This is an optimization exercise on Yosys and OpenROAD, whose aim is a short achievable clock period and few clock cycles, not a production implementation.
Only simulation tests tie the RTL to the original design; equivalence was not proved.
Power is estimated from default activity; no workload was simulated.

--- flow/design.v ---
`timescale 1ns / 1ps
module alu(
	input wire [31:0] A,
	input wire [31:0] Bx,		 
	input wire        cin,		 
	input wire        arith,	 
	input wire        is_and,	 
	output wire [31:0] Result,
	output wire [3:0] Flags		 
    );
	wire [31:0] p = A ^ Bx;
	wire [31:0] g = A & Bx;
	wire [31:0] ga = g & {32{arith}};
	wire [31:0] q = arith ? p : (is_and ? g : (g | p));
	wire [32*6-1:0] G, P;
	assign G[31:0] = {ga[31:1], ga[0] | (p[0] & cin & arith)};
	assign P[31:0] = p;
	genvar l, i;
	generate
		for (l = 0; l < 5; l = l + 1) begin : lvl
			for (i = 0; i < 32; i = i + 1) begin : bt
				if (i >= (1 << l)) begin
					assign G[(l+1)*32+i] = G[l*32+i] | (P[l*32+i] & G[l*32+i-(1<<l)]);
					assign P[(l+1)*32+i] = P[l*32+i] & P[l*32+i-(1<<l)];
				end else begin
					assign G[(l+1)*32+i] = G[l*32+i];
					assign P[(l+1)*32+i] = P[l*32+i];
				end
			end
		end
	endgenerate
	wire [32:0] c = {G[191:160], cin & arith};
	assign Result = q ^ c[31:0];
	wire [31:0] zk = {A[30:0] | Bx[30:0], cin};
	wire zs = &(~(p ^ zk));
	wire zl = ~|q;
	assign Flags[3] = Result[31];
	assign Flags[2] = arith ? zs : zl;
	assign Flags[1] = c[32];
	assign Flags[0] = (A[31] == Bx[31]) & (Result[31] != A[31]);
endmodule
`timescale 1ns / 1ps
module arm_cpu(
	input wire clk,
	input wire reset,
	output wire [31:0] PC,
	input wire [31:0] Instr,
	output wire MemWrite,
	output wire [31:0] DataAdr,
	output wire [31:0] WriteData,
	input wire [31:0] ReadData
    );
	function cond_ok(input [3:0] c, input [3:0] f);
		reg n, z, cf, v;
		begin
			{n, z, cf, v} = f;
			case (c)
				4'b0000: cond_ok = z;
				4'b0001: cond_ok = ~z;
				4'b0010: cond_ok = cf;
				4'b0011: cond_ok = ~cf;
				4'b0100: cond_ok = n;
				4'b0101: cond_ok = ~n;
				4'b0110: cond_ok = v;
				4'b0111: cond_ok = ~v;
				4'b1000: cond_ok = cf & ~z;
				4'b1001: cond_ok = ~cf | z;
				4'b1010: cond_ok = (n == v);
				4'b1011: cond_ok = (n != v);
				4'b1100: cond_ok = ~z & (n == v);
				4'b1101: cond_ok = z | (n != v);
				4'b1110: cond_ok = 1'b1;
				default: cond_ok = 1'b0;
			endcase
		end
	endfunction
	reg [31:0] rf [0:14];
	reg [3:0]  flags;		 
	wire rst = reset;
	reg [31:0] pc_o;		 
	reg [31:0] pc_n;		 
	wire [31:0] pc_f = ~pc_n;
	reg [31:0] adr_o;		 
	localparam NB = 8;
	reg [NB-1:0] bt_v;
	reg [29:0]   bt_tag [0:NB-1];
	reg [29:0]   bt_tgt [0:NB-1];
	reg [3:0]    bt_cnd [0:NB-1];
	reg [2:0]    bt_ptr;
	reg          bu_set, bu_clr;		 
	reg [NB-1:0] bu_hit;
	reg [29:0]   bu_pc, bu_tgt;
	reg [3:0]    bu_cnd;
	reg        d_valid;
	reg [31:0] d_ir, d_pc, d_pc4, d_pc8;
	reg        d_fb;			 
	reg [3:0]  d_fbc;			 
	reg [NB-1:0] d_hit;
	reg        d_seq;			 
	reg [29:0] d_ppc;			 
	reg        e_valid;
	reg [3:0]  e_cond, e_rd;
	reg        e_wr, e_ld, e_st, e_br;
	reg        e_sub, e_arith, e_and, e_fnz, e_fcv;
	reg [31:0] e_a, e_b, e_s;
	reg        e_bres, e_bpred;
	reg [31:0] e_pc4, e_tgtf;
	reg        e_fb, e_fclr, e_seq;
	reg [3:0]  e_fbc;
	reg [31:0] e_fall;
	reg [NB-1:0] e_hit;
	reg [29:0] e_ppc;
	reg        m_fb;
	reg [3:0]  m_fbc;
	reg [31:0] m_fall;
	reg [NB-1:0] m_hit;
	reg        m_we, m_ld, m_st;
	reg [3:0]  m_rd;
	reg [31:0] m_res, m_sd;
	reg        w_we, w_ld;
	reg [3:0]  w_rd;
	reg [31:0] w_res, w_rdata;
	wire [31:0] m_wd = m_ld ? ReadData : m_res;
	wire [31:0] w_data = w_ld ? w_rdata : w_res;
	reg [NB-1:0] f_hit;
	reg [29:0]   f_tgt;
	reg [3:0]    f_cnd;
	integer bi;
	always @(*) begin
		f_tgt = 30'd0;
		f_cnd = 4'd0;
		for (bi = 0; bi < NB; bi = bi + 1) begin
			f_hit[bi] = bt_v[bi] & (bt_tag[bi] == pc_f[31:2]);
			f_tgt = f_tgt | (bt_tgt[bi] & {30{f_hit[bi]}});
			f_cnd = f_cnd | (bt_cnd[bi] & {4{f_hit[bi]}});
		end
	end
	wire f_fp = |f_hit;
	wire [31:0] f_npc = {f_tgt, 2'b00};
	wire [31:0] pc_f4 = {pc_f[31:2] + 30'd1, pc_f[1:0]};
	wire [31:0] pc_f8 = {pc_f[31:2] + 30'd2, pc_f[1:0]};
	wire m_redir = m_fb & ~cond_ok(m_fbc, flags);
	wire e_ok   = e_valid & ~m_redir;
	wire e_ck   = cond_ok(e_cond, flags);
	wire e_exec = e_ok & e_ck;
	wire [3:0] d_cond = d_ir[31:28];
	wire [1:0] d_op   = d_ir[27:26];
	wire       d_I    = d_ir[25];
	wire [3:0] d_cmd  = d_ir[24:21];
	wire       d_S    = d_ir[20];
	wire [3:0] d_rn   = d_ir[19:16];
	wire [3:0] d_rd   = d_ir[15:12];
	wire [3:0] d_rm   = d_ir[3:0];
	wire d_isdp  = (d_op == 2'b00);
	wire d_ismem = (d_op == 2'b01);
	wire d_isbr  = (d_op == 2'b10);
	wire d_ld    = d_ismem &  d_S;
	wire d_st    = d_ismem & ~d_S;
	wire d_rreg  = d_isdp & ~d_I;		 
	wire d_cadd = (d_cmd == 4'b0100);
	wire d_csub = (d_cmd == 4'b0010);
	wire d_cand = (d_cmd == 4'b0000);
	wire d_corr = (d_cmd == 4'b1100);
	wire d_m1 = (d_rn != 4'd15) & m_we & (m_rd == d_rn);
	wire d_m2 = (d_rm != 4'd15) & m_we & (m_rd == d_rm);
	wire d_m3 = (d_rd != 4'd15) & m_we & (m_rd == d_rd);
	wire [31:0] d_o1 = (d_rn == 4'd15) ? d_pc8 :
	                   (d_m1 & ~m_ld) ? m_res :
	                   (w_we && w_rd == d_rn) ? w_data : rf[d_rn];
	wire [31:0] d_o2 = (d_rm == 4'd15) ? d_pc8 :
	                   (d_m2 & ~m_ld) ? m_res :
	                   (w_we && w_rd == d_rm) ? w_data : rf[d_rm];
	wire [31:0] d_o3 = (d_rd == 4'd15) ? d_pc8 :
	                   (d_m3 & ~m_ld) ? m_res :
	                   (w_we && w_rd == d_rd) ? w_data : rf[d_rd];
	wire d_l1 = d_m1 & m_ld;
	wire d_l2 = d_m2 & m_ld;
	wire d_l3 = d_m3 & m_ld;
	wire d_inv = d_isdp & d_csub;
	wire [31:0] d_ob = (d_rreg ? d_o2 : d_imm) ^ {32{d_inv}};
	wire d_lb = d_rreg & d_l2;
	wire [31:0] d_rd1 = d_l1 ? ReadData : d_o1;
	wire [31:0] d_rd3 = d_l3 ? ReadData : d_o3;
	wire [31:0] d_b = ({32{d_lb & ~d_inv}} & ReadData) | ({32{d_lb & d_inv}} & ~ReadData) |
	                  ({32{~d_lb}} & d_ob);
	wire [31:0] d_imm = d_isdp ? {24'b0, d_ir[7:0]} : {20'b0, d_ir[11:0]};
	wire stall = d_valid & e_valid & e_ld &
	             (((d_isdp | d_ismem) & (e_rd == d_rn)) | (d_rreg & (e_rd == d_rm)) |
	              (d_st & (e_rd == d_rd)));
	wire e_wrx = e_exec & e_wr;
	wire d_fam = e_wrx & (e_rd == d_rn) & (d_rn != 4'd15);
	wire d_fbm = e_wrx & d_rreg & (e_rd == d_rm) & (d_rm != 4'd15);
	wire d_fsm = e_wrx & d_st & (e_rd == d_rd) & (d_rd != 4'd15);
	wire [31:0] d_tgt = {d_pc8[31:2] + {{6{d_ir[23]}}, d_ir[23:0]}, d_pc8[1:0]};
	wire d_brv = d_valid & d_isbr & ~(&d_ir[23:0]);	 
	wire flags_pend = e_valid & e_fnz;
	wire d_ck = cond_ok(d_cond, flags);
	wire d_dir = d_brv & (flags_pend ? d_ir[23] : d_ck);
	wire d_psets = d_isdp & d_S & (d_cadd | d_csub | d_cand | d_corr);
	wire d_fres  = ~flags_pend & ~d_psets;
	wire d_fmis  = d_valid & d_fb & d_fres & ~cond_ok(d_fbc, flags);
	wire d_redir = d_dir | d_fmis;
	wire [31:0] d_npc = d_fmis ? d_pc8 : d_tgt;
	wire [31:0] A  = e_a;
	wire [31:0] Bx = e_b;
	wire [31:0] SD = e_s;
	wire [31:0] res;
	wire fN, fZ, fC, fV;
	alu ALU
	(
		.A		(A),
		.Bx		(Bx),
		.cin		(e_sub),
		.arith	(e_arith),
		.is_and	(e_and),
		.Result	(res),
		.Flags	({fN, fZ, fC, fV})
	);
	wire e_redir = e_ok & e_br & ~e_bres & (e_ck != e_bpred);
	wire [31:0] e_rpc = e_ck ? e_tgtf : e_pc4;
	always @(posedge clk) begin
		if (rst) begin
			pc_n <= ~32'd0;
			pc_o <= 32'd0;
		end else if (m_redir) begin
			pc_n <= ~m_fall;
			pc_o <= m_fall;
		end else if (e_redir) begin
			pc_n <= ~e_rpc;
			pc_o <= e_rpc;
		end else if (stall) begin
			pc_n <= pc_n;
			pc_o <= pc_o;
		end else if (d_redir) begin
			pc_n <= ~d_npc;
			pc_o <= d_npc;
		end else if (f_fp) begin
			pc_n <= ~f_npc;
			pc_o <= f_npc;
		end else begin
			pc_n <= ~pc_f4;
			pc_o <= pc_f4;
		end
		if (rst | m_redir | e_redir)
			d_valid <= 1'b0;
		else if (!stall)
			d_valid <= ~d_redir;
		if (!stall) begin
			d_ir  <= Instr;
			d_pc  <= pc_f;
			d_pc4 <= pc_f4;
			d_pc8 <= pc_f8;
			d_fb  <= f_fp;
			d_fbc <= f_cnd;
			d_hit <= f_hit;
			d_seq <= d_valid & ~d_isbr & ~d_fb;
			d_ppc <= d_pc[31:2];
		end
		if (rst | m_redir | e_redir | stall)
			e_valid <= 1'b0;
		else
			e_valid <= d_valid;
		e_cond  <= d_cond;
		e_rd    <= d_rd;
		e_wr    <= d_isdp | d_ld;
		e_ld    <= d_ld;
		e_st    <= d_st;
		e_br    <= d_isbr & ~(&d_ir[23:0]);
		e_sub   <= d_isdp & d_csub;
		e_arith <= ~(d_isdp & (d_cand | d_corr));
		e_and   <= d_cand;
		e_fnz   <= d_isdp & d_S & (d_cadd | d_csub | d_cand | d_corr);
		e_fcv   <= d_isdp & d_S & (d_cadd | d_csub);
		e_a     <= d_fam ? res : d_rd1;
		e_b     <= d_fbm ? (res ^ {32{d_inv}}) : d_b;
		e_s     <= d_fsm ? res : d_rd3;
		e_bres  <= ~flags_pend;
		e_bpred <= d_dir;
		e_pc4   <= d_pc4;
		e_tgtf  <= d_tgt;
		e_fb    <= d_fb & ~d_fres;
		e_fclr  <= d_fmis;
		e_fbc   <= d_fbc;
		e_fall  <= d_pc8;
		e_hit   <= d_hit;
		e_seq   <= d_seq;
		e_ppc   <= d_ppc;
		if (rst)
			m_fb <= 1'b0;
		else
			m_fb <= e_ok & e_fb;
		m_fbc  <= e_fbc;
		m_fall <= e_fall;
		m_hit  <= e_hit;
		if (rst) begin
			bu_set <= 1'b0;
			bu_clr <= 1'b0;
		end else begin
			bu_set <= e_ok & e_br & e_ck & e_seq;
			bu_clr <= m_redir | (e_ok & e_fclr);
		end
		bu_hit <= m_redir ? m_hit : e_hit;
		bu_pc  <= e_ppc;
		bu_tgt <= e_tgtf[31:2];
		bu_cnd <= e_cond;
		if (rst) begin
			bt_v   <= {NB{1'b0}};
			bt_ptr <= 3'd0;
		end else if (bu_set) begin
			bt_v[bt_ptr]   <= 1'b1;
			bt_tag[bt_ptr] <= bu_pc;
			bt_tgt[bt_ptr] <= bu_tgt;
			bt_cnd[bt_ptr] <= bu_cnd;
			bt_ptr <= bt_ptr + 3'd1;
		end else if (bu_clr)
			bt_v <= bt_v & ~bu_hit;
		if (rst) begin
			m_we <= 1'b0;
			m_st <= 1'b0;
		end else begin
			m_we <= e_wrx;
			m_st <= e_exec & e_st;
		end
		m_ld  <= e_ld;
		m_rd  <= e_rd;
		m_res <= res;
		adr_o <= res & {32{e_ld | e_st}};
		m_sd  <= SD;
		if (e_exec & e_fnz)
			flags[3:2] <= {fN, fZ};
		if (e_exec & e_fcv)
			flags[1:0] <= {fC, fV};
		if (rst)
			w_we <= 1'b0;
		else
			w_we <= m_we;
		w_rd    <= m_rd;
		w_ld    <= m_ld;
		w_res   <= m_res;
		w_rdata <= ReadData;
		if (w_we && w_rd != 4'd15)
			rf[w_rd] <= w_data;
	end
	assign PC        = pc_o;
	assign MemWrite  = m_st;
	assign DataAdr   = adr_o;
	assign WriteData = m_sd;
endmodule
--- flow/flow/run.sh ---
#!/bin/bash
# The standard layout, with:
#  - a tighter setup-repair margin (the repair keeps improving paths until their
#    slack at the design's period reaches the margin, or it runs out of moves)
#  - port buffers as plain buf_4 cells, and sizing not limited to same-footprint cells
export SETUP_SLACK_MARGIN=8
export BUFFER_PORTS_ARGS="-buffer_cell sky130_fd_sc_hd__buf_4"
bash standard.sh MATCH_CELL_FOOTPRINT=0 finish > standard.log 2>&1
--- flow/standard.sh ---
#!/bin/bash
# synth_recipe.tcl (not shown) runs the flow's synth.tcl, then flattens the netlist and writes it again
# the make line also repeats each setting of config.mk as NAME=value (left out here)
make -C /OpenROAD-flow-scripts/flow DESIGN_CONFIG=/design/flow/config.mk WORK_HOME=/design/flow/orfs CLKGATE_MAP_FILE= SYNTH_SCRIPT=/design/flow/synth_recipe.tcl "${@:-finish}"
--- flow/config.mk ---
export PLATFORM = sky130hd
export DESIGN_NAME = arm_cpu
export DESIGN_NICKNAME = arm_cpu
export VERILOG_FILES = /design/flow/design.v
export SDC_FILE = /design/flow/constraint.sdc
export NUM_CORES = 4
export LEC_CHECK = 0
export CAP_MARGIN = 20
export CORE_MARGIN = 2
export CORE_UTILIZATION = 40
export SLEW_MARGIN = 20
--- flow/constraint.sdc ---
create_clock -name core_clock -period 11.0 [get_ports {clk}]
set_input_delay 2.2000 -clock core_clock [delete_from_list [all_inputs] [get_ports {clk}]]
set_output_delay 2.2000 -clock core_clock [all_outputs]
set_load 0.01 [all_outputs]
==> run_results.csv, run 1 <==
group,metric,value,unit
outcome,status,"finished clean",
synthesis,synth-simple-area-share,0.0673,
critical_path,required,8.80,ns
floorplanning,die_area,201000,µm²
synthesis,synth_top_cell_by_area,"edfxtp_1",
global_routing,grt_overflow,0,
cells_and_area,syn2layout_area_growth,25.9,%
placement,port_buffers,162,
global_routing,antenna_found_initial,24,
synthesis,synth_area,78900,µm²
sta,min_period,3.58,ns
synthesis,yosysTopAreaCellShare,0.443,
clocking,cts_tree,"yes",
power,combPwrFrac,0.127,
placement,gp_congestion,0.944,
cells_and_area,final_nets,6465,
critical_path,path_depth,1,
synthesis,netlist_instances,5757,
power,power_frac_seq,0.486,
power,peakVddDrop,0.179,mV
critical_path,cp-end-kind,"output pin",
drt,wl_per_cell,32.3,µm
drt,ant_nets,0,
synthesis,synthFlopType,"edfxtp_1",
synthesis,ys_seq_area_frac,0.604,
power,swShare,0.265,
sta,clock_skew,0.0722,ns
sta,tightest_slew,1.41,ns
sta,fin_ws,7.42,ns
synthesis,synth_edf_count,1163,
power,p_per_area,164,nW/µm²
critical_path,crit_path_max_incr_delay,0.40,ns
floorplanning,ioPinCount,163,
clocking,cts_buffers,185,
floorplanning,rows,162,
synthesis,synth_compound_area_frac,0.0872,
sta,finalSetupTns,0,ns
cells_and_area,final_layout_size_suffix_gt1_frac,0.323,
drt,drc_errors,0,
critical_path,criticalPathCategory,"flop to output pin",
drt,drtIter0Drc,6876,
clocking,cts_buffer_depth,3,
clocking,root_buffer,"clkbuf_16",
placement,numPlacedInstances,8310,
floorplanning,die_y,448,µm
synthesis,ys_ff_latch,1796,
clocking,clkTransAtPathRegs,0.06,ns
drt,wl,293,mm
sta,rsz0062_at_grt,"true",
placement,pre_cts_slack,6.28,ns
critical_path,reg2reg_depth,13,
floorplanning,start_util,0.404,
power,p_switching,4.30,mW
synthesis,synthAdderAreaFrac,0.0163,
synthesis,synth_top_family_by_area,"multiplexers",
synthesis,synthTopCellsByArea,"edfxtp_1 (44%), dfxtp_1 (16%), mux4_2 (11%)",
power,p_int,11.9,mW
synthesis,synth_xor_area_frac,0.0508,
global_routing,grt_pass1_vias,53800,
clocking,h-tree-depth,4,
synthesis,yosysUniqueCellTypes,81,
clocking,clock_latency,0.86,ns
floorplanning,core,195000,µm²
global_routing,grt_pass1_wl,404,mm
hold_path,min_path_cells,0,
critical_path,worstPathMaxFanout,2,
synthesis,synthMuxAreaShare,0.148,
power,leakage,36.2,nW
synthesis,syn_nets,5925,
clocking,cts_sinks,1796,
critical_path,startpoint_type,"flop",
synthesis,avgSynthCellArea,13.7,µm²
global_routing,track_usage,0.283,
sta,drv_slew,0,
sta,worst_slew_margin_rel,0.0579,
sta,finalCritPeriodShare,0.325,
drt,routed_via_density,6.13,
synthesis,yosysWarnings,1,
job,maxCapViolations,0,
critical_path,worstPathCellList,"buf_6",
critical_path,cpLargestDelayFamily,"flip-flops",
critical_path,cp_slowest_cell,"dfxtp_4",
power,clkPwrFrac,0.386,
drt,drt-pass1-iter-count,7,
hold_path,hp-class,"flop to flop",
critical_path,cp_num_buf_inv,1,
sta,hold_viol,0,
placement,dp_hpwl,173,mm
drt,vias,55800,
floorplanning,die_width,448,µm
synthesis,async_flop_share,0,
critical_path,arrival,1.38,ns
sta,fmax,0.279,GHz
cells_and_area,stdcell_count,9090,
global_routing,grt_max_degree,67,
sta,finalSetupViolations,0,
-- final cells by class --
cell class              instances  area [µm²]
inverters                     167         681
repair buffers                721        8420
clock buffers                 252        5090
well taps                    2624        3280
clock inverters                93         982
flip-flops and latches       1796       47900
fillers                     16200       96100
multi-input cells            3426       33000
diodes                         11        27.5
-- cell families (layout without fill, tap and decap cells) --
family	after synthesis	in the layout
AOI/OAI and AO/OA	1054	1054
xor gates and xnor gates	456	456
adders and majority gates	102	102
buffers and inverters	546	1233
DFF	1796	1796
muxes	680	680
other	0	11
and+or+nand+nor	1123	1134
-- synth_stat cells, drive strengths merged (7+ instances only) --
cell type	count
nand2	429
nand2b	14
o211ai	21
inv	165
xnor2	248
nor2b	22
o221ai	38
o21a	18
and4	9
and2	14
a211oi	47
a22o	9
buf	108
nor4	59
nand4	74
dfxtp	633
mux2i	240
nor3	90
a21o	55
nand3	87
or3	18
or4	9
a31oi	36
and3	44
xor2	207
a211o	31
ha	101
a222oi	68
mux4	380
o31ai	7
a311oi	11
o22ai	36
edfxtp	1163
o2111ai	8
nor3b	10
a22oi	40
a21oi	190
o21bai	10
clkbuf	271
nor2	227
a32oi	21
o211a	11
mux2	60
o21ai	356
or2	7
-- timing repair --
action / CTS / global route
buffers inserted: 288 / 75
hold buffers: 0 / 0
gates resized for setup: 925 / 327
endpoints found under the hold margin: 0 / 0
cloned: 49 / 12
pin swaps: 156 / 135
setup endpoints to repair: 747 / 526
-- stage by stage --
stage / power (mW) / util / hold slack [ns] / instance area [µm²]
floorplan: 8.84 / - / 0.310 / 79100
global placement: 9.60 / 0.427 / 0.310 / 83400
detailed placement: 9.62 / 0.427 / 0.312 / 83400
CTS: 16.1 / 0.496 / 0.304 / 96900
global route: 16.7 / 0.508 / 0.313 / 99300
finish: 16.3 / 0.508 / 0.300 / 99300
-- cell usage in the layout (no fill, tap or decap), types with 29 or more instances in the layout --
master,synthesis,layout
nand4_1,74,74
a21oi_1,190,159
a22oi_1,40,37
a21o_1,55,54
buf_6,2,177
edfxtp_1,1163,1163
clkinv_2,0,36
a222oi_1,68,68
buf_12,0,89
mux4_2,380,380
dfxtp_1,633,497
nand3_1,87,59
o21ai_1,51,48
dfxtp_2,0,102
xor2_1,207,188
clkbuf_1,271,52
a211oi_1,47,29
mux2_2,59,58
nor2_4,0,31
o21ai_2,0,44
inv_1,163,159
nor3_1,89,44
and3_1,44,30
o21ai_0,305,259
dfxtp_4,0,34
nor2_1,227,192
nor4_1,52,34
ha_1,101,82
nand2_1,429,396
a211o_1,31,31
mux2i_1,240,229
clkbuf_16,0,229
xnor2_1,248,228
buf_4,3,372
-- layer usage --
layer | vias to the layer above | share of wire | global-route usage
li1 | 23200 | - | -
met2 | 3605 | 0.47 | 0.456
met4 | 10 | 0.081 | 0.188
met1 | 28000 | 0.36 | 0.346
met5 | - | 0.00018 | 0
met3 | 948 | 0.095 | 0.0568
-- sequential cells by signal, indices dropped and copies added, names as in the netlist, 32 cells and up, named ones only --
| register | cells |
|---|---|
| e_a | 32 |
| d_pc | 32 |
| pc_o | 32 |
| bt_cnd | 32 |
| e_b | 32 |
| m_res | 32 |
| w_rdata | 32 |
| e_fall | 32 |
| adr_o | 32 |
| e_s | 32 |
| rf | 480 |
| pc_n | 32 |
| m_fall | 32 |
| bt_tag | 240 |
| m_sd | 32 |
| d_ir | 32 |
| bt_tgt | 240 |
| w_res | 32 |
-- power groups by stage --
stage                     Combinational [mW]  Clock (mW)  Sequential, mW
after floorplan                        0.957           0            7.89
after global placement                  1.56           0            8.04
after detailed placement                1.57           0            8.05
final                                   2.07        6.28            7.90
after global routing                    2.14        6.59            7.92
after CTS                               1.91        6.33            7.89
-- final timing paths --
path | startpoint | to | slack (ns)
hold / removal | d_hit[3] | e_hit[3] | 0.30
hold reg to reg | d_hit[3] | e_hit[3] | 0.30
setup / recovery | pc_o[2] | PC[2] | 7.42
setup reg to reg | flags[0] | e_b[28] | 7.59
Testbench counts, summed over its fixed seeds: cycles 12,188.
==> run 2, diff against run 1 <==
--- a/flow/design.v
+++ b/flow/design.v
@@ -83,13 +83,13 @@
 	reg [31:0] adr_o;		 
 	localparam NB = 8;
 	reg [NB-1:0] bt_v;
-	reg [29:0]   bt_tag [0:NB-1];
-	reg [29:0]   bt_tgt [0:NB-1];
+	reg [9:0]    bt_tag [0:NB-1];
+	reg [9:0]    bt_tgt [0:NB-1];
 	reg [3:0]    bt_cnd [0:NB-1];
 	reg [2:0]    bt_ptr;
 	reg          bu_set, bu_clr;		 
 	reg [NB-1:0] bu_hit;
-	reg [29:0]   bu_pc, bu_tgt;
+	reg [9:0]    bu_pc, bu_tgt;
 	reg [3:0]    bu_cnd;
 	reg        d_valid;
 	reg [31:0] d_ir, d_pc, d_pc4, d_pc8;
@@ -123,20 +123,20 @@
 	wire [31:0] m_wd = m_ld ? ReadData : m_res;
 	wire [31:0] w_data = w_ld ? w_rdata : w_res;
 	reg [NB-1:0] f_hit;
-	reg [29:0]   f_tgt;
+	reg [9:0]    f_tgt;
 	reg [3:0]    f_cnd;
 	integer bi;
 	always @(*) begin
-		f_tgt = 30'd0;
+		f_tgt = 10'd0;
 		f_cnd = 4'd0;
 		for (bi = 0; bi < NB; bi = bi + 1) begin
-			f_hit[bi] = bt_v[bi] & (bt_tag[bi] == pc_f[31:2]);
-			f_tgt = f_tgt | (bt_tgt[bi] & {30{f_hit[bi]}});
+			f_hit[bi] = bt_v[bi] & (bt_tag[bi] == pc_f[11:2]);
+			f_tgt = f_tgt | (bt_tgt[bi] & {10{f_hit[bi]}});
 			f_cnd = f_cnd | (bt_cnd[bi] & {4{f_hit[bi]}});
 		end
 	end
 	wire f_fp = |f_hit;
-	wire [31:0] f_npc = {f_tgt, 2'b00};
+	wire [31:0] f_npc = {pc_f[31:12], f_tgt, 2'b00};
 	wire [31:0] pc_f4 = {pc_f[31:2] + 30'd1, pc_f[1:0]};
 	wire [31:0] pc_f8 = {pc_f[31:2] + 30'd2, pc_f[1:0]};
 	wire m_redir = m_fb & ~cond_ok(m_fbc, flags);
@@ -296,12 +296,12 @@
 			bu_set <= 1'b0;
 			bu_clr <= 1'b0;
 		end else begin
-			bu_set <= e_ok & e_br & e_ck & e_seq;
+			bu_set <= e_ok & e_br & e_ck & e_seq & (e_ppc[29:10] == e_tgtf[31:12]);
 			bu_clr <= m_redir | (e_ok & e_fclr);
 		end
 		bu_hit <= m_redir ? m_hit : e_hit;
-		bu_pc  <= e_ppc;
-		bu_tgt <= e_tgtf[31:2];
+		bu_pc  <= e_ppc[9:0];
+		bu_tgt <= e_tgtf[11:2];
 		bu_cnd <= e_cond;
 		if (rst) begin
 			bt_v   <= {NB{1'b0}};
==> run_results.csv, run 2 <==
group,metric,value,unit
sta,hold_ws,0.309,ns
sta,rsz0062_at_grt,"true",
synthesis,ys_seq_area_frac,0.556,
critical_path,ff2ff_setup_slack,7.66,ns
critical_path,cpLargestDelayFamily,"flip-flops",
cells_and_area,syn2layout_area_growth,25.5,%
clocking,root_buffer,"clkbuf_16",
drt,drc_errors,0,
cells_and_area,largest_reg_flops,480,
global_routing,grt_pass1_vias,47800,
global_routing,grt_pass1_wl,349,mm
power,p_per_area,163,nW/µm²
critical_path,cp_num_buf_inv,1,
synthesis,yosysTopAreaCellShare,0.378,
synthesis,async_flop_share,0,
sta,min_period,3.55,ns
placement,numPlacedInstances,7302,
synthesis,synth_area,66900,µm²
placement,port_buffers,162,
job,maxCapViolations,0,
synthesis,synthFlopType,"edfxtp_1",
drt,drtIter0Drc,7410,
drt,vias,50600,
critical_path,timing.rr.end,"e_a[23]",
critical_path,crit_path_max_incr_delay,0.40,ns
sta,finalSetupTns,0,ns
synthesis,synthMostInstantiatedCell,"edfxtp_1",
drt,wl,257,mm
clocking,cts_tree,"yes",
drt,routed_via_density,6.35,
floorplanning,die_width,413,µm
hold_path,min_to,"m_fall[30]",
sta,tightest_slew,1.34,ns
clocking,cts_buffer_depth,3,
critical_path,r2r_start,"flags[0]",
drt,drt-pass1-iter-count,6,
synthesis,yosysUniqueCellTypes,97,
cells_and_area,final_nets,5797,
critical_path,worstPathCellList,"buf_6",
critical_path,reg2reg_depth,15,
placement,gp_congestion,0.964,
critical_path,startpoint_type,"flop",
clocking,cts_sinks,1436,
power,leakage,30.7,nW
drt,ant_nets,0,
sta,clock_skew,0.0502,ns
sta,worst_slew_margin_rel,0.101,
clocking,cts_buffers,154,
sta,drv_slew,0,
placement,placed_area,70500,µm²
global_routing,antenna_found_initial,22,
floorplanning,die_area,171000,µm²
cells_and_area,mostFrequentLayoutCell,"edfxtp_1",
clocking,clkTransAtPathRegs,0.06,ns
global_routing,track_usage,0.286,
cells_and_area,stdcell_count,7974,
floorplanning,start_util,0.402,
critical_path,required,8.80,ns
sta,finalCritPeriodShare,0.323,
cells_and_area,top_register,"rf",
clocking,clock_latency,0.84,ns
clocking,ctsHoldBuffers,0,
floorplanning,ioPinCount,163,
synthesis,synth_top_cell_by_area,"edfxtp_1",
hold_path,min_path_cells,0,
synthesis,syn_nets,5391,
power,p_total,13.7,mW
synthesis,yosysWarnings,1,
cells_and_area,reg_top3,"rf: 480 flops, bt_tag: 80 flops, bt_tgt: 80 flops",
sta,fmax,0.281,GHz
floorplanning,rows,150,
hold_path,hp-class,"flop to flop",
synthesis,synth_commonest_cells,"edfxtp_1 (843), dfxtp_1 (593), nand2_1 (406)",
outcome,status,"finished clean",
placement,dp_hpwl,145,mm
synthesis,synth_edf_count,843,
critical_path,criticalPathCategory,"flop to output pin",
drt,wl_per_cell,32.3,µm
critical_path,worstPathMaxFanout,2,
hold_path,holdCritStartpoint,"e_fall[30]",
synthesis,ys_ff_latch,1436,
cells_and_area,design_area,84000,µm²
critical_path,cp-end-kind,"output pin",
critical_path,cp_slowest_cell,"dfxtp_4",
power,peakVddDrop,0.155,mV
critical_path,arrival,1.35,ns
synthesis,avgSynthCellArea,12.8,µm²
sta,hold_viol,0,
cells_and_area,final_cell_mix,"edfxtp_1 (843), dfxtp_1 (473), nand2_1 (388)",
synthesis,netlist_instances,5223,
sta,finalSetupViolations,0,
global_routing,grt_overflow,0,
floorplanning,die_y,413,µm
critical_path,path_depth,1,
synthesis,synthTopCellsByArea,"edfxtp_1 (38%), dfxtp_1 (18%), mux4_2 (13%)",
cells_and_area,final_layout_size_suffix_gt1_frac,0.323,
global_routing,grt_max_degree,67,
clocking,h-tree-depth,4,
floorplanning,core,167000,µm²
## run 2: layout make-up
cell class	instances	area (µm²)
fillers	13900	82700
flip-flops and latches	1436	37400
multi-input cells	3235	30800
repair buffers	611	6860
clock buffers	204	4290
well taps	2204	2760
clock inverters	85	1000
inverters	189	778
repair inverters	2	25.0
diodes	8	20.0
## run 2: what timing repair did
item                                    in CTS  in global routing
pin swaps                                  112                109
cloned                                      42                 20
resized for setup                          625                460
setup buffers                              209                104
endpoints found under the setup margin     665                419
## run 2: layer usage
metal / share of wire / track usage / vias to the layer above
met4: 0.068 / 0.148 / 10
li1: - / - / 20800
met5: 0.00028 / 0 / -
met2: 0.44 / 0.441 / 3585
met1: 0.37 / 0.367 / 25300
met3: 0.12 / 0.0802 / 896
## run 2: worst register-to-register path, stage by stage (launching register included)
cell and delay (ns):
edfxtp_1 0.44, buf_6 0.16, buf_6 0.12, xnor2_4 0.13, a211o_1 0.32, a22oi_2 0.27, buf_4 0.17, mux2i_4 0.24
buf_6 0.15, and3_4 0.23, buf_6 0.10, nand4_1 0.12, buf_6 0.18, buf_8 0.14, buf_12 0.16, mux2_2 0.27
## run 2: report_power, final
part           switching [mW]  internal [mW]
Clock                    2.32           3.12
Sequential              0.264           6.12
Combinational            1.13          0.731
Total                    3.72           9.97
## run 2: worst max-delay path by stage
stage	start	to	slack, ns
after global placement	e_arith	flags[1]	6.22
final	pc_o[4]	PC[4]	7.45
after CTS	pc_o[4]	PC[4]	7.40
after floorplan	reset	bt_cnd[0][0]	7.35
after detailed placement	e_arith	flags[0]	6.49
after global routing	pc_o[4]	PC[4]	7.43
## run 2: cells by family after synthesis
logic type      count (synthesis)  synth area share
flops                        1436             0.556
simple gates                 1090            0.0765
buf+inv                       565            0.0329
mux                           666             0.172
fa+ha+maj                     102            0.0192
compound gates               1057             0.104
xor+xnor                      307            0.0402
## run 2: per-stage QoR
step | util | worst slack (ns)
2_1_floorplan | - | 7.35
3_3_place_gp | 0.423 | 6.22
3_5_place_dp | 0.423 | 6.49
4_1_cts | 0.483 | 7.40
5_1_grt | 0.504 | 7.43
6_report | 0.504 | 7.45
Testbench counts of run 2, summed over its fixed seeds: cycles 12,188.
==> run 3, diff against run 2 <==
--- a/flow/config.mk
+++ b/flow/config.mk
@@ -7,5 +7,5 @@
 export LEC_CHECK = 0
 export CAP_MARGIN = 20
 export CORE_MARGIN = 2
-export CORE_UTILIZATION = 40
+export CORE_UTILIZATION = 30
 export SLEW_MARGIN = 20
==> run_results.csv, run 3 <==
group,metric,value,unit
clocking,ctsHoldBuffers,0,
synthesis,yosysTopAreaCellShare,0.378,
floorplanning,rows,173,
synthesis,synth_commonest_cells,"edfxtp_1 (843), dfxtp_1 (593), nand2_1 (406)",
clocking,cts_sinks,1436,
power,p_total,13.8,mW
power,p_per_area,163,nW/µm²
drt,wl,253,mm
sta,finalSetupTns,0,ns
sta,tightest_slew,1.02,ns
critical_path,arrival,1.33,ns
floorplanning,core,222000,µm²
synthesis,synthMostInstantiatedCell,"edfxtp_1",
drt,vias,49900,
synthesis,synth_area,66900,µm²
sta,min_period,3.53,ns
synthesis,yosysWarnings,1,
clocking,cts_buffers,153,
critical_path,worstPathMaxFanout,2,
synthesis,synthTopCellsByArea,"edfxtp_1 (38%), dfxtp_1 (18%), mux4_2 (13%)",
hold_path,hp-class,"flop to flop",
synthesis,avgSynthCellArea,12.8,µm²
clocking,root_buffer,"clkbuf_16",
synthesis,synth_edf_count,843,
critical_path,required,8.80,ns
sta,finalCritPeriodShare,0.321,
drt,ant_nets,0,
synthesis,netlist_instances,5223,
global_routing,grt_pass1_wl,349,mm
cells_and_area,final_layout_size_suffix_gt1_frac,0.317,
floorplanning,die_y,476,µm
critical_path,startpoint_type,"flop",
sta,rsz0062_at_grt,"true",
clocking,cts_buffer_depth,3,
critical_path,cp-end-kind,"output pin",
sta,hold_viol,0,
outcome,status,"finished clean",
synthesis,ys_seq_area_frac,0.556,
critical_path,cp_num_buf_inv,1,
floorplanning,die_area,227000,µm²
critical_path,crit_path_max_incr_delay,0.36,ns
placement,port_buffers,162,
drt,drtIter0Drc,7034,
clocking,h-tree-depth,4,
sta,drv_slew,0,
global_routing,antenna_found_initial,26,
floorplanning,ioPinCount,163,
critical_path,criticalPathCategory,"flop to output pin",
critical_path,cp_slowest_cell,"dfxtp_4",
floorplanning,die_width,476,µm
drt,drc_errors,0,
cells_and_area,reg_top3,"rf: 480 flops, bt_tag: 80 flops, bt_tgt: 80 flops",
cells_and_area,final_cell_mix,"edfxtp_1 (843), dfxtp_1 (470), nand2_1 (392)",
sta,finalSetupViolations,0,
power,leakage,30.5,nW
sta,fmax,0.283,GHz
power,peakVddDrop,0.180,mV
placement,gp_congestion,0.921,
global_routing,track_usage,0.210,
synthesis,yosysUniqueCellTypes,97,
synthesis,async_flop_share,0,
sta,clock_skew,0.0808,ns
cells_and_area,syn2layout_area_growth,26.2,%
critical_path,worstPathCellList,"buf_6",
cells_and_area,top_register,"rf",
drt,drt-pass1-iter-count,9,
sta,worst_slew_margin_rel,0.315,
synthesis,syn_nets,5391,
global_routing,grt_pass1_vias,48200,
clocking,clock_latency,0.85,ns
cells_and_area,largest_reg_flops,480,
synthesis,synthFlopType,"edfxtp_1",
clocking,clkTransAtPathRegs,0.06,ns
global_routing,grt_overflow,0,
cells_and_area,mostFrequentLayoutCell,"edfxtp_1",
drt,wl_per_cell,28.8,µm
critical_path,cpLargestDelayFamily,"flip-flops",
drt,routed_via_density,5.69,
clocking,cts_tree,"yes",
placement,dp_hpwl,148,mm
synthesis,synth_top_cell_by_area,"edfxtp_1",
floorplanning,start_util,0.301,
job,maxCapViolations,0,
synthesis,ys_ff_latch,1436,
cells_and_area,final_nets,5810,
global_routing,grt_max_degree,71,
## run 3: kinds of logic after synthesis
kind of cell / synth area share
simple gates: 0.0765
buf+inv: 0.0329
flops: 0.556
xor+xnor: 0.0402
compound gates: 0.104
fa+ha+maj: 0.0192
mux: 0.172
## run 3: report_power, final
group	switching [mW]	leakage, nW	internal [mW]
clock	2.35	2.59	3.13
sequential	0.260	13.0	6.12
combinational	1.14	14.9	0.773
total	3.74	30.5	10.0
## run 3: final timing paths
| check | from | endpoint | slack (ns) | depth (start not counted) |
|---|---|---|---|---|
| max | pc_o[7] | PC[7] | 7.47 | 1 |
| min | d_pc4[24] | e_pc4[24] | 0.29 | 0 |
| max reg2reg | d_pc[2] | pc_o[26] | 7.59 | 14 |
| min reg2reg | d_pc4[24] | e_pc4[24] | 0.29 | 0 |
## run 3: worst register-to-register path, delay by kind of cell, from the launching register on
kind / cells / cell delay (ns)
AO/OA/AOI/OAI: 7 / 1.61
XOR/XNOR: 1 / 0.15
adder cells (fa/ha/maj): 2 / 0.52
buffers and inverters: 3 / 0.36
flip-flops: 1 / 0.44
AND/OR/NAND/NOR: 1 / 0.15
## run 3: timing repair
action	4_1_cts	5_1_grt
buffers inserted	246	88
cloned	26	16
setup endpoints to repair	553	437
resized for setup	694	272
pin swaps	137	157
hold endpoints to repair	0	0
## run 3: cell type report
type	instances	area, µm²
fillers	20700	138000
flip-flops and latches	1436	37400
clock buffers	198	4270
repair inverters	2	20.0
repair buffers	628	6650
multi-input cells	3232	30500
diodes	22	55.1
inverters	189	782
well taps	2975	3720
clock inverters	89	1120
## run 3: per-stage QoR
step | util | hold slack, ns | area, µm² | setup slack (ns) | cells
3_5_place_dp | 0.322 | 0.312 | 71500 | 6.23 | 8086
4_1_cts | 0.370 | 0.295 | 82300 | 7.42 | 8645
3_3_place_gp | 0.322 | 0.310 | 71500 | 6.22 | 8086
6_report | 0.380 | 0.294 | 84500 | 7.47 | 8771
5_1_grt | 0.380 | 0.304 | 84500 | 7.44 | 8766
2_1_floorplan | - | 0.310 | 67100 | 7.35 | 5223
## run 3: per-layer routing
layer,share of wire,routed length (µm),GRT usage
met5,0.000051,13,0
met4,0.068,17100,0.132
met3,0.099,25000,0.0452
met2,0.47,119000,0.337
met1,0.36,92300,0.258
==> run 4, diff against run 3 <==
--- a/flow/config.mk
+++ b/flow/config.mk
@@ -7,5 +7,5 @@
 export LEC_CHECK = 0
 export CAP_MARGIN = 20
 export CORE_MARGIN = 2
-export CORE_UTILIZATION = 30
+export CORE_UTILIZATION = 22
 export SLEW_MARGIN = 20
==> run_results.csv, run 4 <==
group,metric,value,unit
outcome,status,"finished clean",
cells_and_area,mostFrequentLayoutCell,"edfxtp_1",
critical_path,startpoint_type,"flop",
synthesis,synthMuxAreaShare,0.172,
synthesis,synthFlopType,"edfxtp_1",
drt,drt-pass1-iter-count,8,
critical_path,ff2ff_setup_slack,7.66,ns
floorplanning,start_util,0.221,
sta,drv_slew,0,
synthesis,ys_ff_latch,1436,
sta,finalSetupViolations,0,
critical_path,worstPathMaxFanout,2,
synthesis,syn_nets,5391,
global_routing,grt_pass1_wl,359,mm
synthesis,synth-simple-area-share,0.0765,
synthesis,synth_area,66900,µm²
hold_path,hp-class,"flop to flop",
critical_path,required,8.80,ns
power,p_per_area,156,nW/µm²
synthesis,synth_xor_area_frac,0.0402,
drt,ant_nets,0,
synthesis,yosysUniqueCellTypes,97,
critical_path,arrival,1.38,ns
cells_and_area,largest_reg_flops,480,
cells_and_area,final_cell_mix,"edfxtp_1 (843), dfxtp_1 (472), nand2_1 (390)",
critical_path,startpoint,"pc_o[5]",
floorplanning,core,303000,µm²
cells_and_area,utilization,0.287,
clocking,h-tree-depth,4,
cells_and_area,final_layout_size_suffix_gt1_frac,0.333,
floorplanning,ioPinCount,163,
placement,dp_hpwl,157,mm
job,maxCapViolations,0,
synthesis,yosysWarnings,1,
sta,hold_ws,0.311,ns
critical_path,cpLargestDelayFamily,"flip-flops",
placement,placed_area,72700,µm²
power,peakVddDrop,0.159,mV
sta,fmax,0.280,GHz
placement,port_buffers,162,
synthesis,netlist_instances,5223,
sta,hold_viol,0,
cells_and_area,multiInputGateArea,31300,µm²
synthesis,synthTopCellsByArea,"edfxtp_1 (38%), dfxtp_1 (18%), mux4_2 (13%)",
synthesis,synth_commonest_cells,"edfxtp_1 (843), dfxtp_1 (593), nand2_1 (406)",
synthesis,synth_compound_area_frac,0.104,
synthesis,synthAdderAreaFrac,0.0192,
drt,vias,50400,
sta,clock_skew,0.0543,ns
sta,tightest_slew,1.38,ns
synthesis,yosysTopAreaCellShare,0.378,
critical_path,cp-end-kind,"output pin",
clocking,cts_sinks,1436,
cells_and_area,syn2layout_area_growth,29.8,%
cells_and_area,reg_top3,"rf: 480 flops, bt_tag: 80 flops, bt_tgt: 80 flops",
hold_path,holdCritStartpoint,"e_ppc[4]",
drt,routed_via_density,5.16,
global_routing,grt_overflow,0,
cells_and_area,top_register,"rf",
critical_path,worstPathCellList,"buf_6",
power,p_total,13.6,mW
floorplanning,die_area,309000,µm²
clocking,clock_latency,0.85,ns
sta,rsz0062_at_grt,"true",
critical_path,cp_num_buf_inv,1,
cells_and_area,seq_area,37500,µm²
critical_path,crit_path_max_incr_delay,0.41,ns
cells_and_area,final_nets,5816,
floorplanning,die_y,556,µm
power,leakage,30.9,nW
synthesis,synth_top_cell_by_area,"edfxtp_1",
critical_path,cp_slowest_cell,"dfxtp_4",
global_routing,antenna_found_initial,24,
sta,finalSetupTns,0,ns
drt,drtIter0Drc,6135,
drt,drc_errors,0,
clocking,root_buffer,"clkbuf_16",
synthesis,avgSynthCellArea,12.8,µm²
clocking,cts_tree,"yes",
clocking,cts_buffer_depth,3,
floorplanning,rows,202,
synthesis,ys_seq_area_frac,0.556,
global_routing,grt_max_degree,92,
sta,finalCritPeriodShare,0.325,
placement,gp_congestion,0.955,
global_routing,track_usage,0.160,
critical_path,r2r_start,"flags[0]",
cells_and_area,design_area,86900,µm²
floorplanning,die_width,556,µm
global_routing,grt_pass1_vias,48900,
sta,worst_slew_margin_rel,0.0738,
sta,min_period,3.58,ns
clocking,clkTransAtPathRegs,0.06,ns
synthesis,async_flop_share,0,
drt,wl,265,mm
clocking,ctsHoldBuffers,0,
critical_path,criticalPathCategory,"flop to output pin",
synthesis,synthMostInstantiatedCell,"edfxtp_1",
clocking,cts_buffers,150,
cells_and_area,n_fill_cell,30100,
synthesis,synth_edf_count,843,
drt,wl_per_cell,27.1,µm
synthesis,synth_top_family_by_area,"multiplexers",
run 4: cell counts after synthesis:
No cell type changed its count.
run 4: repair_timing:
action	in CTS	in global routing
endpoints found under the setup margin	600	341
cloned	32	16
pin swaps	149	101
gates resized for setup	840	375
buffers inserted	266	75
run 4: layout make-up:
| class | instances | area share |
|---|---|---|
| Clock inverter | 81 | 0.0110 |
| Multi-Input combinational cell | 3234 | 0.360 |
| Clock buffer | 197 | 0.0482 |
| Sequential cell | 1436 | 0.432 |
| Tap cell | 3978 | 0.0573 |
| Antenna cell | 13 | 0.000375 |
| Inverter | 189 | 0.00893 |
| Timing Repair Buffer | 635 | 0.0824 |
| Timing Repair inverter | 2 | 0.000230 |
run 4: cells by family after synthesis:
logic type               count (synthesis)
AND/OR/NAND/NOR                       1090
XOR/XNOR                               307
multiplexers                           666
AO/OA/AOI/OAI                         1057
flip-flops                            1436
adder cells (fa/ha/maj)                102
buffers and inverters                  565
run 4: worst paths after layout:
kind / endpoint / cells past startpoint
setup / recovery: PC[5] / 1
hold / removal: bu_pc[4] / 0
setup reg to reg: pc_n[10] / 16
hold reg to reg: bu_pc[4] / 0
run 4: per-layer routing:
metal  vias up  share of wire  GRT usage
met5         -        0.00019          0
met4         8          0.082      0.109
met3       875           0.10     0.0316
met2      3453           0.47      0.261
met1     25300           0.35      0.191
li1      20800              -          -
run 4: metrics by stage:
step / std cells / setup WS, ns
finish: 9765 / 7.42
global route: 9762 / 7.39
global placement: 9085 / 6.27
CTS: 9661 / 7.37
floorplan: 5223 / 7.35
detailed placement: 9085 / 6.23
run 4: power by group:
group	switching, mW	internal, mW	leakage, nW
registers	0.257	6.12	13.0
clock network	2.32	2.93	2.50
logic	1.18	0.780	15.3
==> run 5, diff against run 4 <==
--- a/flow/config.mk
+++ b/flow/config.mk
@@ -7,5 +7,5 @@
 export LEC_CHECK = 0
 export CAP_MARGIN = 20
 export CORE_MARGIN = 2
-export CORE_UTILIZATION = 22
+export CORE_UTILIZATION = 35
 export SLEW_MARGIN = 20
==> run_results.csv, run 5 <==
group,metric,value,unit
outcome,status,"finished clean",
global_routing,grt_pass1_wl,349,mm
drt,wl,257,mm
drt,drt-pass1-iter-count,5,
hold_path,holdCritStartpoint,"e_s[19]",
hold_path,hp-class,"flop to flop",
global_routing,track_usage,0.248,
power,swShare,0.273,
synthesis,synth_top_cell_by_area,"edfxtp_1",
clocking,cts_tree,"yes",
drt,ant_nets,0,
floorplanning,die_area,195000,µm²
synthesis,yosysUniqueCellTypes,97,
floorplanning,start_util,0.352,
critical_path,worstPathMaxFanout,2,
sta,rsz0062_at_grt,"true",
critical_path,r2r_start,"d_pc8[3]",
critical_path,worstPathCellList,"buf_6",
power,power_frac_seq,0.463,
synthesis,synth_edf_count,843,
global_routing,grt_overflow,0,
power,p_int,10.0,mW
cells_and_area,top_register,"rf",
floorplanning,ioPinCount,163,
cells_and_area,mostFrequentLayoutCell,"edfxtp_1",
power,clkPwrFrac,0.393,
floorplanning,die_width,441,µm
clocking,cts_buffers,155,
sta,hold_ws,0.309,ns
sta,finalSetupViolations,0,
drt,vias,50300,
sta,drv_slew,0,
power,p_total,13.8,mW
sta,min_period,3.53,ns
power,p_switching,3.76,mW
cells_and_area,syn2layout_area_growth,27.2,%
critical_path,crit_path_max_incr_delay,0.39,ns
synthesis,synth_area,66900,µm²
synthesis,yosysWarnings,1,
cells_and_area,final_cell_mix,"edfxtp_1 (843), dfxtp_1 (468), nand2_1 (390)",
synthesis,syn_nets,5391,
critical_path,criticalPathCategory,"flop to output pin",
sta,hold_viol,0,
critical_path,cpLargestDelayFamily,"flip-flops",
floorplanning,die_y,441,µm
synthesis,ys_seq_area_frac,0.556,
synthesis,synthFlopType,"edfxtp_1",
sta,finalCritPeriodShare,0.320,
synthesis,synthMostInstantiatedCell,"edfxtp_1",
clocking,clock_latency,0.84,ns
synthesis,ys_ff_latch,1436,
clocking,cts_buffer_depth,3,
power,p_per_area,162,nW/µm²
clocking,ctsHoldBuffers,0,
clocking,root_buffer,"clkbuf_16",
power,combPwrFrac,0.144,
sta,fin_ws,7.47,ns
synthesis,async_flop_share,0,
power,leakage,31.1,nW
critical_path,cp-end-kind,"output pin",
critical_path,startpoint_type,"flop",
synthesis,synthTopCellsByArea,"edfxtp_1 (38%), dfxtp_1 (18%), mux4_2 (13%)",
synthesis,yosysTopAreaCellShare,0.378,
critical_path,startpoint,"pc_o[22]",
synthesis,avgSynthCellArea,12.8,µm²
critical_path,cp_slowest_cell,"dfxtp_4",
sta,clock_skew,0.0604,ns
critical_path,arrival,1.33,ns
placement,gp_congestion,0.937,
clocking,h-tree-depth,4,
sta,fmax,0.284,GHz
cells_and_area,utilization,0.448,
placement,port_buffers,162,
cells_and_area,n_fill_cell,16600,
cells_and_area,largest_reg_flops,480,
synthesis,netlist_instances,5223,
critical_path,cp_num_buf_inv,1,
power,peakVddDrop,0.158,mV
placement,pre_cts_slack,6.29,ns
drt,drtIter0Drc,6441,
drt,routed_via_density,6.03,
synthesis,synth_commonest_cells,"edfxtp_1 (843), dfxtp_1 (593), nand2_1 (406)",
placement,dp_hpwl,149,mm
drt,wl_per_cell,30.8,µm
critical_path,required,8.80,ns
sta,tightest_slew,1.19,ns
floorplanning,rows,160,
drt,drc_errors,0,
cells_and_area,final_nets,5862,
floorplanning,core,190000,µm²
cells_and_area,final_layout_size_suffix_gt1_frac,0.331,
global_routing,antenna_found_initial,12,
clocking,clkTransAtPathRegs,0.06,ns
global_routing,grt_pass1_vias,47900,
global_routing,grt_max_degree,94,
clocking,cts_sinks,1436,
sta,finalSetupTns,0,ns
job,maxCapViolations,0,
sta,worst_slew_margin_rel,0.203,
cells_and_area,reg_top3,"rf: 480 flops, bt_tag: 80 flops, bt_tgt: 80 flops",
==> run 5: cells by family (layout without fill, tap and decap cells) <==
family                     count (synthesis)  after routing  share of synthesized area
adders and majority gates                102            102                     0.0192
AOI/OAI and AO/OA                       1057           1060                      0.104
buffers and inverters                    565           1157                     0.0329
muxes                                    666            666                      0.172
and+or+nand+nor                         1090           1098                     0.0765
xor gates and xnor gates                 307            307                     0.0402
other                                      0              4                          0
DFF                                     1436           1436                      0.556
==> run 5: timing repair <==
action / CTS / global route
pin swaps: 130 / 120
gates resized for setup: 706 / 406
endpoints found under the hold margin: 0 / 0
buffers inserted: 301 / 81
endpoints found under the setup margin: 599 / 358
gates cloned: 39 / 27
==> run 5: worst paths after layout <==
check	slack (ns)	depth (start not counted)	to
max	7.47	1	PC[22]
min	0.31	0	m_sd[19]
max reg2reg	7.64	15	pc_o[24]
min reg2reg	0.31	0	m_sd[19]
==> run 5: metrics by stage <==
stage,instance area (µm²),instances
3_5_place_dp,70800,7600
4_1_cts,82100,8229
6_report,85200,8341
5_1_grt,85100,8339
3_3_place_gp,70800,7600
2_1_floorplan,67100,5223
==> run 5: power by group through the flow <==
stage	Clock (mW)	Combinational, mW	Sequential [mW]
6_report	5.40	1.99	6.38
5_1_grt	5.67	2.07	6.40
4_1_cts	5.44	1.81	6.37
3_5_place_dp	0	1.51	6.51
3_3_place_gp	0	1.50	6.51
2_1_floorplan	0	0.977	6.34
==> run 5: layout make-up <==
class	count	area [µm²]	area share
Sequential cell	1436	37400	0.440
Multi-Input combinational cell	3233	31000	0.364
Timing Repair Buffer	677	7490	0.0880
Clock buffer	216	4420	0.0519
Tap cell	2511	3140	0.0369
Clock inverter	73	867	0.0102
Inverter	189	776	0.00911
Timing Repair inverter	2	20.0	0.000235
Antenna cell	4	10.0	0.000118
==> run 5: routing by layer <==
metal | up-vias | global-route usage | part of all wire
li1 | 20900 | - | -
met1 | 25300 | 0.314 | 0.36
met2 | 3322 | 0.401 | 0.46
met3 | 787 | 0.0526 | 0.10
met4 | 8 | 0.126 | 0.069
met5 | - | 0 | 0.00025
==> run 5: worst reg2reg max path, cell delays in order, from the launching register on <==
cell,delay (ns)
edfxtp_1,0.40
buf_4,0.15
inv_2,0.07
fa_2,0.41
nand2b_4,0.15
a21o_1,0.20
a311o_1,0.34
o21ai_4,0.23
buf_6,0.13
buf_6,0.08
buf_6,0.09
a311oi_4,0.09
xnor2_2,0.36
nor2_1,0.12
o311ai_2,0.29
a32o_1,0.17
==> run 6, diff against run 5 <==
--- a/flow/config.mk
+++ b/flow/config.mk
@@ -7,5 +7,7 @@
 export LEC_CHECK = 0
 export CAP_MARGIN = 20
 export CORE_MARGIN = 2
-export CORE_UTILIZATION = 35
+export CORE_UTILIZATION = 30
+export CTS_CLUSTER_DIAMETER = 40
+export CTS_CLUSTER_SIZE = 10
 export SLEW_MARGIN = 20
==> run_results.csv, run 6 <==
group,metric,value,unit
critical_path,criticalPathCategory,"flop to output pin",
drt,routed_via_density,5.69,
critical_path,cp_num_buf_inv,1,
placement,placed_area,71500,µm²
hold_path,hp-class,"flop to flop",
cells_and_area,n_fill_cell,20500,
placement,port_buffers,162,
cells_and_area,final_nets,5868,
sta,min_period,3.56,ns
drt,vias,50500,
power,clkPwrFrac,0.451,
synthesis,netlist_instances,5223,
synthesis,yosysTopAreaCellShare,0.378,
drt,drc_errors,0,
synthesis,yosysUniqueCellTypes,97,
global_routing,track_usage,0.212,
drt,drt-pass1-iter-count,6,
cells_and_area,largest_reg_flops,480,
drt,ant_nets,0,
clocking,cts_buffers,210,
synthesis,syn_nets,5391,
critical_path,required,8.80,ns
drt,drtIter0Drc,7072,
critical_path,worstPathMaxFanout,2,
sta,clock_skew,0.0916,ns
cells_and_area,multiInputGateArea,30700,µm²
clocking,cts_sinks,1436,
critical_path,arrival,1.36,ns
cells_and_area,seq_area,37400,µm²
cells_and_area,syn2layout_area_growth,29.7,%
sta,finalSetupTns,0,ns
drt,wl,257,mm
synthesis,ys_seq_area_frac,0.556,
hold_path,min_path_cells,0,
floorplanning,die_area,227000,µm²
clocking,cts_tree,"yes",
clocking,clkTransAtPathRegs,0.06,ns
critical_path,startpoint_type,"flop",
cells_and_area,final_cell_mix,"edfxtp_1 (843), dfxtp_1 (474), nand2_1 (389)",
global_routing,grt_pass1_wl,352,mm
job,maxCapViolations,0,
global_routing,grt_pass1_vias,49000,
outcome,status,"finished clean",
synthesis,synthFlopType,"edfxtp_1",
power,power_frac_seq,0.422,
sta,hold_ws,0.274,ns
sta,fmax,0.281,GHz
cells_and_area,final_layout_size_suffix_gt1_frac,0.330,
drt,wl_per_cell,28.9,µm
power,swShare,0.265,
power,p_per_area,174,nW/µm²
sta,finalCritPeriodShare,0.324,
sta,finalSetupViolations,0,
floorplanning,core,222000,µm²
synthesis,ys_ff_latch,1436,
power,combPwrFrac,0.126,
floorplanning,die_width,476,µm
clocking,h-tree-depth,4,
placement,gp_congestion,0.921,
synthesis,yosysWarnings,1,
cells_and_area,stdcell_count,8879,
sta,drv_slew,0,
power,leakage,31.6,nW
synthesis,synthTopCellsByArea,"edfxtp_1 (38%), dfxtp_1 (18%), mux4_2 (13%)",
synthesis,synth_edf_count,843,
synthesis,synth_top_cell_by_area,"edfxtp_1",
clocking,cts_buffer_depth,3,
sta,worst_slew_margin_rel,0.287,
synthesis,async_flop_share,0,
cells_and_area,design_area,86800,µm²
placement,dp_hpwl,148,mm
synthesis,synth_commonest_cells,"edfxtp_1 (843), dfxtp_1 (593), nand2_1 (406)",
critical_path,path_depth,1,
critical_path,cpLargestDelayFamily,"flip-flops",
critical_path,crit_path_max_incr_delay,0.36,ns
global_routing,grt_overflow,0,
floorplanning,start_util,0.301,
sta,rsz0062_at_grt,"true",
synthesis,synthMostInstantiatedCell,"edfxtp_1",
clocking,root_buffer,"clkbuf_16",
floorplanning,rows,173,
critical_path,worstPathCellList,"buf_6",
cells_and_area,mostFrequentLayoutCell,"edfxtp_1",
global_routing,grt_max_degree,71,
power,p_switching,4.00,mW
floorplanning,ioPinCount,163,
power,peakVddDrop,0.178,mV
synthesis,avgSynthCellArea,12.8,µm²
clocking,clock_latency,0.88,ns
sta,hold_viol,0,
global_routing,antenna_found_initial,26,
sta,tightest_slew,1.06,ns
placement,numPlacedInstances,8086,
critical_path,reg2reg_depth,14,
cells_and_area,top_register,"rf",
cells_and_area,reg_top3,"rf: 480 flops, bt_tag: 80 flops, bt_tgt: 80 flops",
critical_path,cp_slowest_cell,"dfxtp_4",
power,p_int,11.1,mW
critical_path,cp-end-kind,"output pin",
synthesis,synth_area,66900,µm²
floorplanning,die_y,476,µm
clocking,ctsHoldBuffers,0,
[run 6: cell counts after synthesis]
Identical to the previous run, type by type.
[run 6: worst paths after layout]
kind | from | end | slack (ns)
worst max register to register | d_ir[26] | pc_o[17] | 7.61
worst max-delay path | pc_o[6] | PC[6] | 7.44
worst min register to register | d_ppc[21] | e_ppc[21] | 0.27
worst min-delay path | d_ppc[21] | e_ppc[21] | 0.27
[run 6: power by group through the flow]
stage	clock network [mW]	logic, mW	registers (mW)
2_1_floorplan	0	0.977	6.34
3_3_place_gp	0	1.46	6.51
3_5_place_dp	0	1.47	6.51
4_1_cts	6.88	1.75	6.38
5_1_grt	7.12	2.00	6.41
6_report	6.83	1.91	6.39
[run 6: area by class of cell]
| cell class | count | share of cell area |
|---|---|---|
| Tap cell | 2975 | 0.0429 |
| Antenna cell | 17 | 0.000490 |
| Sequential cell | 1436 | 0.431 |
| Multi-Input combinational cell | 3232 | 0.353 |
| Clock buffer | 293 | 0.0669 |
| Clock inverter | 106 | 0.0167 |
| Timing Repair Buffer | 629 | 0.0797 |
| Timing Repair inverter | 2 | 0.000231 |
| Inverter | 189 | 0.00898 |
[run 6: layer usage]
layer / share of wire / vias up / GRT usage
li1: - / 21000 / -
met4: 0.070 / 12 / 0.132
met3: 0.10 / 832 / 0.0496
met5: 0.00033 / - / 0
met2: 0.46 / 3283 / 0.337
met1: 0.36 / 25400 / 0.260
[run 6: what timing repair did]
item,in CTS,in global routing
buffers inserted,239,83
hold endpoints to repair,0,0
gates resized for setup,704,338
setup endpoints to repair,558,421
gates cloned,32,23
pin swaps,153,139
[run 6: through the flow]
stage	worst slack [ns]	utilization	total power, mW
3_3_place_gp	6.22	0.322	7.97
6_report	7.44	0.391	15.1
5_1_grt	7.41	0.391	15.5
4_1_cts	7.41	0.379	15.0
2_1_floorplan	7.35	-	7.32
3_5_place_dp	6.23	0.322	7.99
[run 6: logic make-up after synthesis]
| logic type | after synthesis | synth area share |
|---|---|---|
| compound gates | 1057 | 0.104 |
| xor+xnor | 307 | 0.0402 |
| fa+ha+maj | 102 | 0.0192 |
| buf+inv | 565 | 0.0329 |
| flops | 1436 | 0.556 |
| mux | 666 | 0.172 |
| simple gates | 1090 | 0.0765 |

-- separate check: timing with driven ports --
The flow's constraints put no driver on any port. The routed layouts listed below were extracted and timed again, unchanged, in two steps.
Step 1 assumes that a clkbuf_16 drives the clock port and a buf_2 every other input.
Step 2 also shifts input and output timing later by t, the mid clock arrival at the registers, as if the neighbouring blocks saw the same clock.
a / b / c = no drivers / after step 1 / after step 2; a / b = the first two.
| run | t (ns) | setup WS [ns] | worst register clock-pin slew, ns | worst slew at a driven data input, ns | cell pins on the clock port's net |
|---|---|---|---|---|---|
| run 1 | 0.925 | 7.422 / 7.326 / 7.084 | 0.07 / 0.07 | 0.31 | 1 |
| run 2 | 0.907 | 7.446 / 7.355 / 6.944 | 0.08 / 0.08 | 0.22 | 1 |
| run 3 | 0.906 | 7.465 / 7.370 / 7.184 | 0.07 / 0.07 | 0.25 | 1 |
| run 4 | 0.916 | 7.424 / 7.334 / 6.951 | 0.07 / 0.07 | 0.25 | 1 |
| run 5 | 0.901 | 7.475 / 7.386 / 7.197 | 0.07 / 0.07 | 0.22 | 1 |
| run 6 | 0.926 | 7.438 / 7.348 / 7.201 | 0.06 / 0.06 | 0.27 | 1 |
After both steps setup and hold are still met in every run listed. The setup slack of run 2, which loses most, moves by -0.091 ns with the drivers and by -0.502 ns with both steps.
